What follows belongs to an exercise in optimizing a design on an open flow for small area, a short achievable clock period and few clock cycles per item; a production flow would make more cautious choices.
No functional check of the RTL was part of any run shown here.
Power is estimated from default activity; no workload was simulated.

==> flow/design.v (outline; a module is shown in full before it is edited, if it fits) <==
// module mult_unit: 959 lines
// module mu_fa: 4 lines
// module mu_ha: 4 lines
module mult_unit (
    input  logic        clk_i,
    input  logic        rst_ni,
    input  logic        start_i,
    input  logic [2:0]  op_type_i,
    input  logic [31:0] operand_a_i,
    input  logic [31:0] operand_b_i,
    output logic [31:0] result_o,
    output logic        done_o,
    output logic        exception_valid_o,
    output logic [31:0] exception_cause_o
);
  // ...
==> flow/flow/run.sh <==
#!/bin/bash
# The standard layout, with repair_timing asked for extra setup slack and plain port buffers
bash standard.sh SETUP_SLACK_MARGIN=8.5 "BUFFER_PORTS_ARGS=-buffer_cell sky130_fd_sc_hd__buf_2" finish > standard.log 2>&1
==> flow/standard.sh <==
#!/bin/bash
# synth_recipe.tcl (not shown) runs the flow's synth.tcl, then flattens the netlist and writes it again
# the make line also repeats each setting of config.mk as NAME=value (left out here)
make -C /OpenROAD-flow-scripts/flow DESIGN_CONFIG=/design/flow/config.mk WORK_HOME=/design/flow/orfs CLKGATE_MAP_FILE= SYNTH_SCRIPT=/design/flow/synth_recipe.tcl "${@:-finish}"
==> flow/config.mk <==
export PLATFORM = sky130hd
export DESIGN_NAME = mult_unit
export DESIGN_NICKNAME = mult_unit
export VERILOG_FILES = /design/flow/design.v
export SDC_FILE = /design/flow/constraint.sdc
export NUM_CORES = 4
export LEC_CHECK = 0
export ABC_AREA = 1
export CAP_MARGIN = 20
export CORE_MARGIN = 2
export CORE_UTILIZATION = 60
export SLEW_MARGIN = 20
export SYNTH_HIERARCHICAL = 1
export SYNTH_MINIMUM_KEEP_SIZE = 0
==> flow/constraint.sdc <==
create_clock -name core_clock -period 15.0 [get_ports {clk_i}]
set_input_delay 3.0000 -clock core_clock [delete_from_list [all_inputs] [get_ports {clk_i}]]
set_output_delay 3.0000 -clock core_clock [all_outputs]
set_load 0.01 [all_outputs]
==> flow_summary.toml, run 1 <==
[drt]
routed-wl-met2_um = 46770
initialDrtViolationCount = 3946
drcViolationCount = 0

[pwr]
powerComb_uw = 6370
peakVddDrop_v = 0.0001674
pwr-share-comb_pct = 84.4

[worst_hold_path]
min_path_type = "input port to asynchronous set/reset pin"

[floorplanning]
core_mm2 = 0.04298

[placement]
io_buffers = 102

[cts]
cts_tree = "done"
cts-root-buf = "clkbuf_16"
cts_resized = 292
h-tree-depth = 4

[critical_path]
endpoint = "st_q[72]$_DFF_P_"
required_ps = 15360
cp_num_cells = 14

[timing]
rsz0062_at_grt = "yes"
min_period_ps = 6685
finalHoldWorstSlack_ps = 2289
setup_viol = 0

[synth]
synth-compound-area-share_pct = 15.09
synthMostInstantiatedCell = "xor2_1"
synth.area.top_cells = "fa_1, xor2_1, o22ai_1"
synth_commonest_cells = "xor2_1, o22ai_1, fa_1"

[layout]
seq_cell_count = 130
largest_reg_flops = 127
seq_area_share_pct = 8.078
bufAreaShareNonClock_pct = 11.92
stdcell_count = 3361

[global_route]
first_global_vias = 24590

[outcome]
status = "timing/DRC/antenna clean"
==> run 2, diff against run 1 <==
==> flow/flow/run.sh (replaced) <==
#!/bin/bash
# The standard layout, with repair_timing asked for extra setup slack and plain port buffers
bash standard.sh SETUP_SLACK_MARGIN=7.8 "BUFFER_PORTS_ARGS=-buffer_cell sky130_fd_sc_hd__buf_2" finish > standard.log 2>&1
==> run 2 against run 1 <==
Sequential share of layout area grew 1.3 points. Combinational power fell by 12%. Largest power group unchanged. Clock power is 2% higher. Maximum frequency is 6.8% lower. First-iteration DRC count shrank 23%. Clock-buffer cell count is 1 higher. Final cell count down 4.1%. Wire length shrank 15%.
==> flow_summary.toml, run 2 <==
[timing]
fmax_ghz = 0.1394
tns_ps = 0
finalMaxSlewViolations = 0
setup_viol = 0
min_period_ps = 7176
slew_headroom_pct = 18.53
finalHoldViolations = 0
rsz0062_at_grt = "no"
finalCritPeriodShare_pct = 47.84
tightest_slew_ps = 1209

[drt]
wire_per_inst_um = 30.92
drcViolationCount = 0
dr.pass1.iters = 6
vias = 22250
drtAntennaViolNets = 0
wirelength_um = 99700
initialDrtViolationCount = 3037
via_per_inst = 6.901

[floorplanning]
num_rows = 76
die_h_um = 212.4
dieArea_mm2 = 0.04510
start_util_pct = 60.61
die_w_um = 212.4
core_mm2 = 0.04298
ios = 136

[global_route]
grt_busiest_layer = "met2"
overflow = 0
grtUsageMet1_pct = 60.23
antenna_found_initial = 2
track_usage_pct = 44.87
gr-usage-met3_pct = 17.13
grt_pass1_wl_um = 145600
first_global_vias = 22540
met2_usage_pct = 63.20
grt_max_degree = 41

[synth]
ys_types = 34
synth_edf_count = 0
synth.area.top_cells = "fa_1, xor2_1, o22ai_1"
syn_inst = 2662
avgSynthCellArea_um2 = 9.786
ys_seq_elements = 130
synth_top_area_cell = "fa_1"
yosysTopAreaCellShare_pct = 39.27
yosysSeqAreaShare_pct = 10.01
synthMostInstantiatedCell = "xor2_1"
async_flop_share_pct = 0.7692
synth_commonest_cells = "xor2_1, o22ai_1, fa_1"
yosysWarnings = 7
synth_flop_cell = "dfxtp_1"
synth.cell_area_mm2 = 0.02605

[placement]
io_buffers = 102
gp_congestion = 0.9403
placedCellCount = 3176
dpl.hpwl_um = 65070

[layout]
largest_reg_flops = 127
final_common_cell = "xor2_1"
reg_top3 = "st_q (127), sel_q (2), done_q (1)"
drive_above_1_share_pct = 10.43
seqCellArea_mm2 = 0.002608
top_register = "st_q"
multi_input_area_mm2 = 0.02172
num-fill-cells = 3596
stdcell_count = 3224
layout_common_cells = "xor2_1, o22ai_1, fa_1"
syn_to_final_growth_pct = 6.810
fin_nets = 3312

[critical_path]
slowest_delay_ps = 620
cpMaxStageDelayCell = "clkinv_1"
crit_chain = "buf_2 -> buf_4 -> clkinv_1 -> buf_4 -> o22ai_1 -> xor2_1 -> fa_1 -> fa_1 -> fa_1 -> fa_1 -> fa_1"
end_kind = "register"
start_kind = "input port"
critPathArrivalTime_ps = 7500
setup.worst_path.class = "input port to register"
path_common_cell = "fa_1"
critical_path_peak_fanout = 17
required_ps = 15330

[cts]
path_clk_slew_ps = 60
numCtsBuffers = 17
cts-root-buf = "clkbuf_16"
h-tree-depth = 4
cts_tree = "done"
clock_path_buffers = 2
clock_sinks = 130
cts_hold_buffers = 0

[pwr]
power_density_mw_per_mm2 = 244.9
peakVddDrop_v = 0.0001797
power.leakage_uw = 0.01201

[flow_run]
maxCapViolations = 0

[worst_hold_path]
min_path_type = "input port to asynchronous set/reset pin"

[outcome]
status = "timing/DRC/antenna clean"
run 2: cell counts after synthesis:
Identical to the previous run, type by type.
run 2: cell families after synthesis:
| group | share of synthesized area, % |
|---|---|
| XOR/XNOR | 18.76 |
| flip-flops | 10.01 |
| buffers and inverters | 7.790 |
| AO/OA/AOI/OAI | 15.09 |
| AND/OR/NAND/NOR | 3.866 |
| adder cells (fa/ha/maj) | 44.46 |
| other | 0.02883 |
run 2: area by class of cell:
cell class                 count  share of cell area, %
multi-input combinational   2107                  78.07
clock buffer                  20                  1.569
timing repair buffer         196                  5.481
clock inverter                12                 0.4856
antenna                        3                0.02698
inverter                     171                  2.370
tap                          585                  2.631
sequential                   130                  9.371
run 2: worst max-delay path by stage:
| stage | start | endpoint | slack, ps | cells past startpoint |
|---|---|---|---|---|
| after CTS | operand_b_i[7] | st_q[72]$_DFF_P_ | 7770 | 14 |
| final | operand_a_i[0] | st_q[56]$_DFF_P_ | 7820 | 11 |
| after detailed placement | operand_b_i[19] | st_q[70]$_DFF_P_ | 6740 | 13 |
| after floorplan | operand_b_i[7] | st_q[66]$_DFF_P_ | 8150 | 12 |
| after global routing | operand_b_i[17] | st_q[72]$_DFF_P_ | 7790 | 14 |
| after global placement | operand_b_i[19] | st_q[68]$_DFF_P_ | 6810 | 13 |
run 2: power by group:
group | switching, µW | internal [µW] | total, µW
registers | 112 | 652 | 764
clock network | 172 | 244 | 417
logic | 3270 | 2370 | 5630
total | 3550 | 3260 | 6810
run 2: worst max-delay path, delay by kind of cell:
family,cells,cell delay [ps]
AOI/OAI and AO/OA,1,320
xor gates and xnor gates,1,270
buffers and inverters,4,1510
adders and majority gates,5,2410
run 2: layer usage:
layer	vias to the layer above	wire [µm]
li1	8790	-
met1	10980	36680
met2	2053	41060
met3	424	15870
met4	2	6002
met5	-	88
run 2: through the flow:
stage | setup slack [ps] | instance area (µm²) | hold WS [ps] | power (µW) | utilization (%)
6_report | 7824 | 27830 | 2300 | 6814 | 64.74
5_1_grt | 7792 | 27820 | 2288 | 7459 | 64.72
4_1_cts | 7771 | 27520 | 2277 | 6702 | 64.02
3_5_place_dp | 6739 | 26760 | 2776 | 6254 | 62.26
3_3_place_gp | 6813 | 26760 | 2774 | 5996 | 62.26
2_1_floorplan | 8155 | 26230 | 2704 | 4259 | -
run 2: what timing repair did:
action,4_1_cts,5_1_grt
resized for setup,32,61
cloned,0,2
setup endpoints to repair,62,50
pin swaps,1,2
buffers inserted,4,7
run 2: modules after synthesis (local to each module, per instance):
module / times used / flip-flops and latches / cells inside
mu_fa: 480 / 0 / 1
mu_ha: 46 / 0 / 1
mult_unit: 1 / 130 / 2136
==> run 3, diff against run 2 <==
==> flow/flow/run.sh (replaced) <==
#!/bin/bash
# The standard layout, with repair_timing asked for extra setup slack and plain port buffers
bash standard.sh SETUP_SLACK_MARGIN=8.0 "BUFFER_PORTS_ARGS=-buffer_cell sky130_fd_sc_hd__buf_2" finish > standard.log 2>&1
==> run 3 against run 2 <==
First-iteration DRC count increased by 13%. Combinational power is 0.9% higher. Worst setup slack improved by 160 ps. Critical endpoint unchanged. Highest routed layer unchanged.
==> flow_summary.toml, run 3 <==
[critical_path]
setup.worst_path.class = "input port to register"
end_kind = "register"
path_common_cell = "fa_1"
critPathArrivalTime_ps = 7340
critical_path_peak_fanout = 17
critical_path_buf_inv_count = 4
cpMaxStageDelayCell = "fa_1"
cpLargestDelayFamily = "adder cells"
crit_chain = "buf_2 -> buf_4 -> clkinvlp_4 -> buf_4 -> o22ai_1 -> xor2_1 -> fa_1 -> fa_1 -> fa_1 -> fa_1 -> fa_1"
startpoint = "operand_a_i[0]"
required_ps = 15330
start_kind = "input port"
slowest_delay_ps = 570

[timing]
fmax_ghz = 0.1426
finalMaxSlewViolations = 0
rsz0062_at_grt = "yes"
tightest_slew_ps = 1107
min_period_ps = 7011
setup_viol = 0
finalHoldViolations = 0
slew_headroom_pct = 25.41
tns_ps = 0
finalCritPeriodShare_pct = 46.74

[synth]
synth.cell_area_mm2 = 0.02605
ys_types = 34
yosysTopAreaCellShare_pct = 39.27
synthMostInstantiatedCell = "xor2_1"
synth_commonest_cells = "xor2_1, o22ai_1, fa_1"
synth_flop_cell = "dfxtp_1"
syn_inst = 2662
synth_top_area_cell = "fa_1"
synth_edf_count = 0
async_flop_share_pct = 0.7692
ys_seq_elements = 130
yosysWarnings = 7
synth.area.top_cells = "fa_1, xor2_1, o22ai_1"
avgSynthCellArea_um2 = 9.786
yosysSeqAreaShare_pct = 10.01

[cts]
cts_tree = "done"
cts_hold_buffers = 0
numCtsBuffers = 17
path_clk_slew_ps = 60
clock_path_buffers = 2
h-tree-depth = 4
cts-root-buf = "clkbuf_16"
clock_sinks = 130

[global_route]
track_usage_pct = 45.12
first_global_vias = 22620
overflow = 0
antenna_found_initial = 5
grt_pass1_wl_um = 146300
grt_max_degree = 41

[layout]
num-fill-cells = 3520
top_register = "st_q"
final_cell_area_mm2 = 0.02839
layout_common_cells = "xor2_1, o22ai_1, fa_1"
final_common_cell = "xor2_1"
fin_nets = 3339
drive_above_1_share_pct = 11.64
reg_top3 = "st_q (127), sel_q (2), done_q (1)"
syn_to_final_growth_pct = 8.972
largest_reg_flops = 127

[pwr]
power.leakage_uw = 0.01228
power_density_mw_per_mm2 = 241.8
peakVddDrop_v = 0.0001832

[drt]
via_per_inst = 6.950
drcViolationCount = 0
initialDrtViolationCount = 3435
wirelength_um = 103200
wire_per_inst_um = 31.74
vias = 22600
drtAntennaViolNets = 0
dr.pass1.iters = 6

[placement]
io_buffers = 102
dpl.hpwl_um = 65070
gp_congestion = 0.9403
place_area_mm2 = 0.02676

[floorplanning]
start_util_pct = 60.61
num_rows = 76
dieArea_mm2 = 0.04510
core_mm2 = 0.04298
die_w_um = 212.4
ios = 136
die_h_um = 212.4

[worst_hold_path]
min_path_type = "input port to asynchronous set/reset pin"

[outcome]
status = "timing/DRC/antenna clean"

[flow_run]
maxCapViolations = 0
run 3: changes by cell type in the layout (fill, tap and decap cells not counted), moves of 3 or more:
cell,change
buf_6,-6
nor2_2,+3
buf_8,+3
o22ai_2,+3
buf_12,+11
clkbuf_16,+9
buf_4,+9
o22ai_1,-3
nor2_1,-3
run 3: logic make-up (layout without fill, tap and decap cells):
logic type	after synthesis	after routing	share of synthesized area (%)
buffers and inverters	472	426	7.790
DFF	130	130	10.01
adders and majority gates	619	619	44.46
and+or+nand+nor	246	246	3.866
xor gates and xnor gates	558	558	18.76
other	2	53	0.02883
AOI/OAI and AO/OA	635	635	15.09
run 3: stage by stage:
stage               power (µW)  worst slack [ps]  hold slack (ps)  utilization, %  instances
floorplan                 4259              8155             2704               -       2709
finish                    6864              7989             2299           66.05       3252
CTS                       6712              7952             2277           64.53       3216
global placement          5996              6813             2774           62.26       3176
global route              7484              7973             2286           66.03       3248
detailed placement        6254              6739             2776           62.26       3176
run 3: path summary, 6_finish.rpt:
kind                                     to  slack (ps)  cells past startpoint
max                        st_q[56]$_DFF_P_        7990                     11
min                        done_q$_DFF_PN0_        2300                      1
max in group asynchronous  done_q$_DFF_PN0_       12620                      1
min in group core_clock    sel_q[1]$_DFF_P_        2640                      1
run 3: final cells by class:
type                            count  area (µm²)  share of cell area [%]
Tap cell                          585       732.0                   2.578
Clock buffer                       20       436.7                   1.538
Inverter                          171       663.1                   2.336
Sequential cell                   130        2608                   9.185
Multi-Input combinational cell   2107       21760                   76.64
Antenna cell                        4       10.01                 0.03526
Clock inverter                     12       135.1                  0.4760
Timing Repair Buffer              223        2048                   7.215
run 3: repair_timing:
| action | 4_1_cts | 5_1_grt |
|---|---|---|
| buffers inserted | 7 | 21 |
| resized for setup | 73 | 49 |
| endpoints found under the setup margin | 68 | 56 |
| gates cloned | 1 | 11 |
| pin swaps | 1 | 14 |
run 3: Yosys stat by module, one instance, submodules excluded:
module / flip-flops and latches / copies in the design / cells
mu_fa: 0 / 480 / 1
mult_unit: 130 / 1 / 2136
mu_ha: 0 / 46 / 1
run 3: power breakdown:
part	switching (µW)	internal (µW)	leakage, µW
Combinational	3290	2390	0.0109
Sequential	111	652	0.00110
Clock	174	244	0.000267
run 3: metal layers:
metal	wire length, µm	global-route usage [%]
met5	27	0
met4	6129	23.03
met3	16850	18.40
met2	42340	63.58
met1	37870	59.80
==> run 4, diff against run 3 <==
==> flow/flow/run.sh (replaced) <==
#!/bin/bash
# The standard layout, with repair_timing asked for extra setup slack and plain port buffers
bash standard.sh SETUP_SLACK_MARGIN=8.2 "BUFFER_PORTS_ARGS=-buffer_cell sky130_fd_sc_hd__buf_2" finish > standard.log 2>&1
==> run 4 against run 3 <==
Synthesized cell count unchanged. Largest power group unchanged. Area after synthesis is the same. Die area unchanged. First-iteration DRC count up 3.9%. Largest cell class unchanged. Still clean. Maximum frequency grew 2.5%.
==> flow_summary.toml, run 4 <==
[floorplanning]
num_rows = 76
start_util_pct = 60.61
die_w_um = 212.4
die_h_um = 212.4
dieArea_mm2 = 0.04510
core_mm2 = 0.04298
ios = 136

[global_route]
overflow = 0
first_global_vias = 22980
track_usage_pct = 46.28
met2_usage_pct = 63.87
antenna_found_initial = 2
grtUsageMet1_pct = 60.23
grt_pass1_wl_um = 148900
gr-usage-met3_pct = 19.94
grt_max_degree = 39
grt_busiest_layer = "met2"

[critical_path]
critical_path_peak_fanout = 34
required_ps = 15340
start_kind = "input port"
startpoint = "operand_a_i[31]"
setup.worst_path.class = "input port to register"
end_kind = "register"
critPathArrivalTime_ps = 7180

[worst_hold_path]
min_path_type = "input port to asynchronous set/reset pin"

[outcome]
status = "timing/DRC/antenna clean"

[synth]
ys_seq_elements = 130
ys_types = 34
synth_flop_cell = "dfxtp_1"
yosysSeqAreaShare_pct = 10.01
async_flop_share_pct = 0.7692
yosysWarnings = 7
syn_inst = 2662
yosysTopAreaCellShare_pct = 39.27
synth_commonest_cells = "xor2_1, o22ai_1, fa_1"
synth.cell_area_mm2 = 0.02605
synthMostInstantiatedCell = "xor2_1"
avgSynthCellArea_um2 = 9.786
synth_edf_count = 0
synth_top_area_cell = "fa_1"
synth.area.top_cells = "fa_1, xor2_1, o22ai_1"

[drt]
via_per_inst = 7.009
drtAntennaViolNets = 0
wire_per_inst_um = 32.91
wirelength_um = 108400
vias = 23070
initialDrtViolationCount = 3569
drcViolationCount = 0
dr.pass1.iters = 6

[placement]
dpl.hpwl_um = 63670
io_buffers = 102
gp_congestion = 0.9377

[timing]
rsz0062_at_grt = "yes"
min_period_ps = 6842
finalHoldViolations = 0
tns_ps = 0
finalCritPeriodShare_pct = 45.61
finalMaxSlewViolations = 0
finalHoldWorstSlack_ps = 2296
slew_headroom_pct = 10.91
setup_viol = 0
fmax_ghz = 0.1462
tightest_slew_ps = 1322

[pwr]
peakVddDrop_v = 0.0001438
power_density_mw_per_mm2 = 235.4
power.leakage_uw = 0.01281

[cts]
path_clk_slew_ps = 60
cts_tree = "done"
numCtsBuffers = 17
h-tree-depth = 4
clock_path_buffers = 2
clock_sinks = 130
cts-root-buf = "clkbuf_16"

[layout]
top_register = "st_q"
syn_to_final_growth_pct = 13.31
drive_above_1_share_pct = 15.13
fin_nets = 3380
largest_reg_flops = 127
reg_top3 = "st_q (127), sel_q (2), done_q (1)"
final_common_cell = "xor2_1"
layout_common_cells = "xor2_1, o22ai_1, fa_1"

[flow_run]
maxCapViolations = 0
## run 4: critical path, stage by stage
cell,delay [ps]
buf_2,100
inv_2,60
buf_12,230
a21oi_4,60
buf_4,180
bufbuf_16,320
o21ai_0,690
fa_1,590
fa_1,450
fa_1,500
fa_1,560
fa_1,430
## run 4: cell type report
type                       count  area (µm²)
multi-input combinational   2107       22010
inverter                     171       663.1
clock inverter                13       231.5
clock buffer                  19       432.9
timing repair buffer         264        2831
tap                          585       732.0
sequential                   130        2608
antenna                        3       7.507
fill                        3367       13460
## run 4: what timing repair did
action	in CTS	in global routing
setup buffers	13	40
setup endpoints to repair	81	64
cloned	9	19
gates resized for setup	107	107
hold buffers	0	0
pin swaps	4	29
## run 4: cells by family (layout without fill, tap and decap cells)
| logic type | Yosys count | in the layout | synth area share (%) |
|---|---|---|---|
| AOI/OAI and AO/OA | 635 | 635 | 15.09 |
| adders and majority gates | 619 | 619 | 44.46 |
| xor gates and xnor gates | 558 | 558 | 18.76 |
| buffers and inverters | 472 | 467 | 7.790 |
| and+or+nand+nor | 246 | 246 | 3.866 |
| DFF | 130 | 130 | 10.01 |
| other | 2 | 52 | 0.02883 |
## run 4: final timing paths
kind / cells past startpoint / slack (ps) / to
max in group asynchronous: 1 / 12620 / done_q$_DFF_PN0_
min in group core_clock: 1 / 2630 / sel_q[1]$_DFF_P_
worst max-delay path: 12 / 8160 / st_q[88]$_DFF_P_
worst min-delay path: 1 / 2300 / done_q$_DFF_PN0_
## run 4: routing by layer
| layer | part of all wire (%) | vias up |
|---|---|---|
| met5 | 0.037 | - |
| met2 | 40 | 2336 |
| met4 | 7.7 | 2 |
| met3 | 17 | 551 |
| met1 | 35 | 11260 |
| li1 | - | 8924 |
## run 4: stage by stage
stage / power, µW / utilization [%] / cell area, µm² / std cells / setup slack (ps)
6_report: 6948 / 68.68 / 29520 / 3292 / 8158
3_3_place_gp: 5894 / 62.27 / 26760 / 3176 / 6992
2_1_floorplan: 4260 / - / 26260 / 2709 / 8177
4_1_cts: 6680 / 65.88 / 28310 / 3230 / 8164
5_1_grt: 7560 / 68.67 / 29510 / 3290 / 8165
3_5_place_dp: 6114 / 62.27 / 26760 / 3176 / 6908
## run 4: where the power goes
group | switching (µW) | leakage [µW] | internal, µW
Sequential | 102 | 0.00110 | 651
Clock | 175 | 0.000318 | 311
Combinational | 3290 | 0.0114 | 2420
Total | 3570 | 0.0128 | 3380
## run 4: Yosys stat by module (local to each module, per instance)
module	cells	copies in the design	cell area [µm²]
mult_unit	2136	1	15870
mu_fa	1	480	20.02
mu_ha	1	46	12.51

-- what the ideal ports hide --
The flow's constraints put no driver on any port. The routed layouts listed below were extracted and timed again, unchanged, in two steps. Step 1: set_driving_cell puts a clkbuf_16 on clk_i and a buf_2 on each other input, an assumption about the parent block. Step 2, shift: input delay + t, output delay - t, t = (earliest + latest rising clock arrival at the registers) / 2. This alone moves slack from input paths to output paths. Slacks: ideal / step 1 / step 2; pairs: ideal / step 1.
run | shift t [ns] | slack for setup (ns) | worst setup path at the end | worst data-port slew with drivers (ns)
run 1 | 0.526 | 8.315 / 8.323 / 7.797 | input to register | 0.07
run 2 | 0.520 | 7.824 / 7.860 / 7.339 | input to register | 0.06
run 3 | 0.524 | 7.989 / 8.022 / 7.499 | input to register | 0.06
run 4 | 0.522 | 8.158 / 8.194 / 7.672 | input to register | 0.05
After both steps setup and hold are still met in every run listed. The setup slack of run 1, which loses most, moves by +0.008 ns with the drivers and by -0.518 ns with both steps.
